This is an optimization exercise on Yosys and OpenROAD, whose aim is small area, a short achievable clock period and few clock cycles, not a production implementation.
RTL that was checked went through simulation tests only; none was proved equivalent to the original.
No activity file was given, so power comes from the tool's default toggle rates.

== lane 1 ==
==> flow/design.v (excerpt) <==
module kcpsmx(
    output logic [PORT_DEPTH-1:0]   port_id,         
    output logic                    write_strobe,    
    output logic [PORT_WIDTH-1:0]   out_port,        
    output logic                    read_strobe,     
    input        [PORT_WIDTH-1:0]   in_port,         
    input                           interrupt,       
    output logic                    interrupt_ack,   
    input                           reset,           
    input                           clk,             
    output logic [CODE_DEPTH-1:0]   address,         
    input        [CODE_WIDTH-1:0]   instruction      
);
Settings: LEC_CHECK=0, ABC_CLOCK_PERIOD_IN_PS=3000, CAP_MARGIN=20, CORE_MARGIN=2, CORE_UTILIZATION=50, SETUP_SLACK_MARGIN=2.5, SLEW_MARGIN=20; clock period 6.0 ns.
run.sh (not shown) runs the stock make flow with config.mk's settings and CLKGATE_MAP_FILE= SYNTH_SCRIPT=/design/flow/synth_recipe.tcl, a recipe that flattens the netlist after the stock synthesis.
Lane 1 completed every stage of the flow, and the final layout passed the timing, DRC and antenna checks.
Testbench counts of lane 1, summed over its fixed seeds: cycles 295,275.
Setup changes, lane 1 to lane 2
Settings: CORE_UTILIZATION now 40, was 50; SETUP_SLACK_MARGIN no longer set, was 2.5; ABC_CLOCK_PERIOD_IN_PS no longer set, was 3000.
==> run notes <==
In terms of sum of internal, switching and leakage power, lane 2 and lane 1 differ only marginally. Lane 1 reports its cell with the biggest individual delay on the critical path as mux4_2 while lane 2 reports edfxtp_1. Wire: lane 2 routes less than lane 1. Post-placement cell count went up by a little under 10% going from lane 1 to lane 2. Of lane 2 and lane 1, it is lane 2 that has the lower detailed-routed wire length on met2.

========
== job 101 ==
kcpsmx, a different RTL version from the one above (not shown whole).
For scale: about 2800 cells after synthesis, roughly 1200 flip-flops, about 58 I/O pins.
==> flow/config.mk <==
export PLATFORM = sky130hd
export DESIGN_NAME = kcpsmx
export DESIGN_NICKNAME = kcpsmx
export VERILOG_FILES = /design/flow/design.v
export SDC_FILE = /design/flow/constraint.sdc
export NUM_CORES = 4
export LEC_CHECK = 0
export CAP_MARGIN = 20
export CORE_MARGIN = 2
export CORE_UTILIZATION = 75
export CTS_BUF_LIST = sky130_fd_sc_hd__clkbuf_16
export CTS_CLUSTER_DIAMETER = 60
export CTS_CLUSTER_SIZE = 30
export SETUP_SLACK_MARGIN = 3.5
export SLEW_MARGIN = 20
export TNS_END_PERCENT = 30
==> flow/constraint.sdc <==
create_clock -name core_clock -period 6.0 [get_ports {clk}]
set_input_delay 1.2000 -clock core_clock [delete_from_list [all_inputs] [get_ports {clk}]]
set_output_delay 1.2000 -clock core_clock [all_outputs]
set_load 0.01 [all_outputs]
Both conditions hold for job 101: the flow ran to the end and the final layout passed the timing, DRC and antenna checks.
Testbench counts of job 101, summed over its fixed seeds: cycles 296,784.
[inputs] job 102 vs job 101
- an added ABC_CLOCK_PERIOD_IN_PS of 2200
- a deleted CTS_CLUSTER_SIZE that had been 30
- a deleted TNS_END_PERCENT that had been 30
- a deleted CTS_CLUSTER_DIAMETER that had been 60
- a change of CTS_BUF_LIST from sky130_fd_sc_hd__clkbuf_16 to sky130_fd_sc_hd__clkbuf_8
Notes after the runs:
- Job 102: number of CTS-inserted buffers 220% above job 101
- | clock network fraction of total power | lower: job 101 |
- Between job 102 and job 101, the clock skew does not differ in any meaningful way.
- Looking at sequential share of layout area across job 101 and job 102, the one that comes out lower is job 102.
- Critical path depth is lower on job 101
- Standby leakage power delta (job 102 − job 101): unfavourable
- Worst slew margin relative to its limit (lower): job 101
- Taking job 101 as the reference, in job 102 routed wire length has increased; number of antenna violations at the first check in global routing climbed 1.
--- input diff job 102..job 103 ---
- TNS_END_PERCENT: unset -> 30
Notes after the runs:
The area growth from synthesis to layout was comparable across job 103 and job 102.
Fraction of standard cell area that is sequential essentially unchanged between job 103 and job 102.
Going from job 102 to job 103, global-route wire length before repair saw little to no change; clock network fraction of total power saw little to no change; data-path buffer share of cell area in the final layout saw little to no change.
The die area on job 102 is in line with that on job 103.
sky130_fd_sc_hd__dfxtp_1 as the cell with the largest stage delay on the worst path was reported by job 103, and sky130_fd_sc_hd__dfxtp_4 by job 102.
Diff job 102 -> job 103 | worst setup slack | decrease of 0.031 ns
Status: relative contribution of combinational cells to total power parity (job 103, job 102)
Critical path depth: job 103 vs job 102 down 5
On global-route usage, job 103 and job 102 are basically level.
The lower total wire length after detailed routing of job 103 and job 102 is in job 102.
The inputs of job 104 differ from those of job 103 as listed below.
- CTS_CLUSTER_DIAMETER now 50, previously not set
- CTS_CLUSTER_SIZE now 20, previously not set
- ABC_CLOCK_PERIOD_IN_PS no longer set, was 2200
- CTS_BUF_LIST now sky130_fd_sc_hd__clkbuf_16, was sky130_fd_sc_hd__clkbuf_8
==> run notes <==
Compare job 103 and job 104 | power share of the clock group lower: job 103. Comparing the two runs side by side, job 104 comes out behind job 103 on wire length. Across both runs, final critical path time including I/O delays and setup was higher for job 104 than for job 103. Going from job 103 to job 104, number of cells in the finished layout apart from fillers down 4.7%, proportion of power drawn by combinational gates dropped 0.5 points, sequential share of cell area picked up an extra 0.87 points. A worst setup path startpoint of port_id[1] is what job 103 shows, while sely[4] belongs to job 104. Final area delta (job 104 − job 103): favourable. Between job 103 and job 104, the core utilization is higher for job 103. Signed area change from the synthesized netlist to the final layout: job 104 lower than job 103. For the clock latency on the worst-skew pair, job 104 came in 0.18 ns lower than job 103 did.

========
== job 3345 ==
Another version of the RTL of kcpsmx (not shown whole).
For scale: ~2,700 cells after synthesis, roughly 1,100 flip-flops, roughly 58 I/O pins, about 45,000 um2 of cells after synthesis.
clock: 6.0 ns
lec_check: 0
abc_clock_period_in_ps: 2200
cap_margin: 20
core_margin: 2
core_utilization: 60
setup_slack_margin: 3.8
slew_margin: 20
tns_end_percent: 20
The flow did not stop early for job 3345: all stages ran, and the layout cleared the timing, DRC and antenna checks.
Input changes introduced in job 3442 (baseline for comparison: job 3345):
-- flow/config.mk --
<<< job 3345, line 12
export SETUP_SLACK_MARGIN = 3.8
>>> job 3442, line 12
export SETUP_SLACK_MARGIN = 3.0
<<< job 3345, line 14
export TNS_END_PERCENT = 20
>>> job 3442, line 14
[summary]
Compared with job 3345, job 3442 shows a minimum setup slack after placement that is 0.073 ns higher.
There was hardly any difference in clock insertion delay at the later pin of the skew report between job 3345 and job 3442.
Total wire length (job 3442 over job 3345): decrease, about 5.4%
For non-clock buffer count, dividing the value from job 3345 by the value from job 3442 gives 1.7.
| post-route core utilization | job 3442 vs job 3345 | 3.6 points lower |
[compare] base=job 3345 new=job 3442: amount of wire on met2 after detailed routing now sits lower; final period demand of the worst path now sits higher; met1 global-route usage now sits lower; multi-input combinational cell area now sits lower; design area now sits lower.
No run of this note included a check of the RTL's function; only the layout flow was run.

==> afterwards: timing with drivers on the ports <==
In the flow no input, the clock included, has a driving cell. The finished layouts below were timed again as built, in two steps.
Step 1: set_driving_cell puts a clkbuf_16 on clk and a buf_2 on each other input, an assumption about the parent block.
Step 2 times the ports against the registers' clock, not the clock port: input delays grow and output delays shrink by t, the midpoint of the rising clock arrivals with the driver on.
a / b / c = ideal / step 1 / step 2; a / b = the first two.
| run | t (ns) | slack for setup (ns) | hold WS [ns] | latest minus earliest clock arrival (ns) | worst slew at a driven data input, ns |
|---|---|---|---|---|---|
| job 101 | 0.717 | 3.313 / 3.250 / 2.673 | 0.358 / 0.358 / 0.358 | 0.039 / 0.040 | 0.15 |
| job 102 | 0.883 | 3.485 / 3.424 / 2.812 | 0.340 / 0.340 / 0.340 | 0.033 / 0.033 | 0.16 |
| job 103 | 0.875 | 3.454 / 3.390 / 2.708 | 0.349 / 0.349 / 0.349 | 0.033 / 0.033 | 0.17 |
| job 104 | 0.704 | 3.189 / 3.189 / 2.527 | 0.357 / 0.357 / 0.357 | 0.026 / 0.025 | 0.14 |
| job 3345 | 0.732 | 3.028 / 3.028 / 3.028 | 0.386 / 0.386 / 0.386 | 0.022 / 0.021 | 0.04 |
| job 3442 | 0.741 | 2.943 / 2.943 / 2.943 | 0.390 / 0.390 / 0.390 | 0.026 / 0.026 | 0.04 |
After both steps every run listed still meets setup and hold. The setup slack of job 103, which loses most, moves by -0.064 ns with the drivers and by -0.746 ns with both steps.
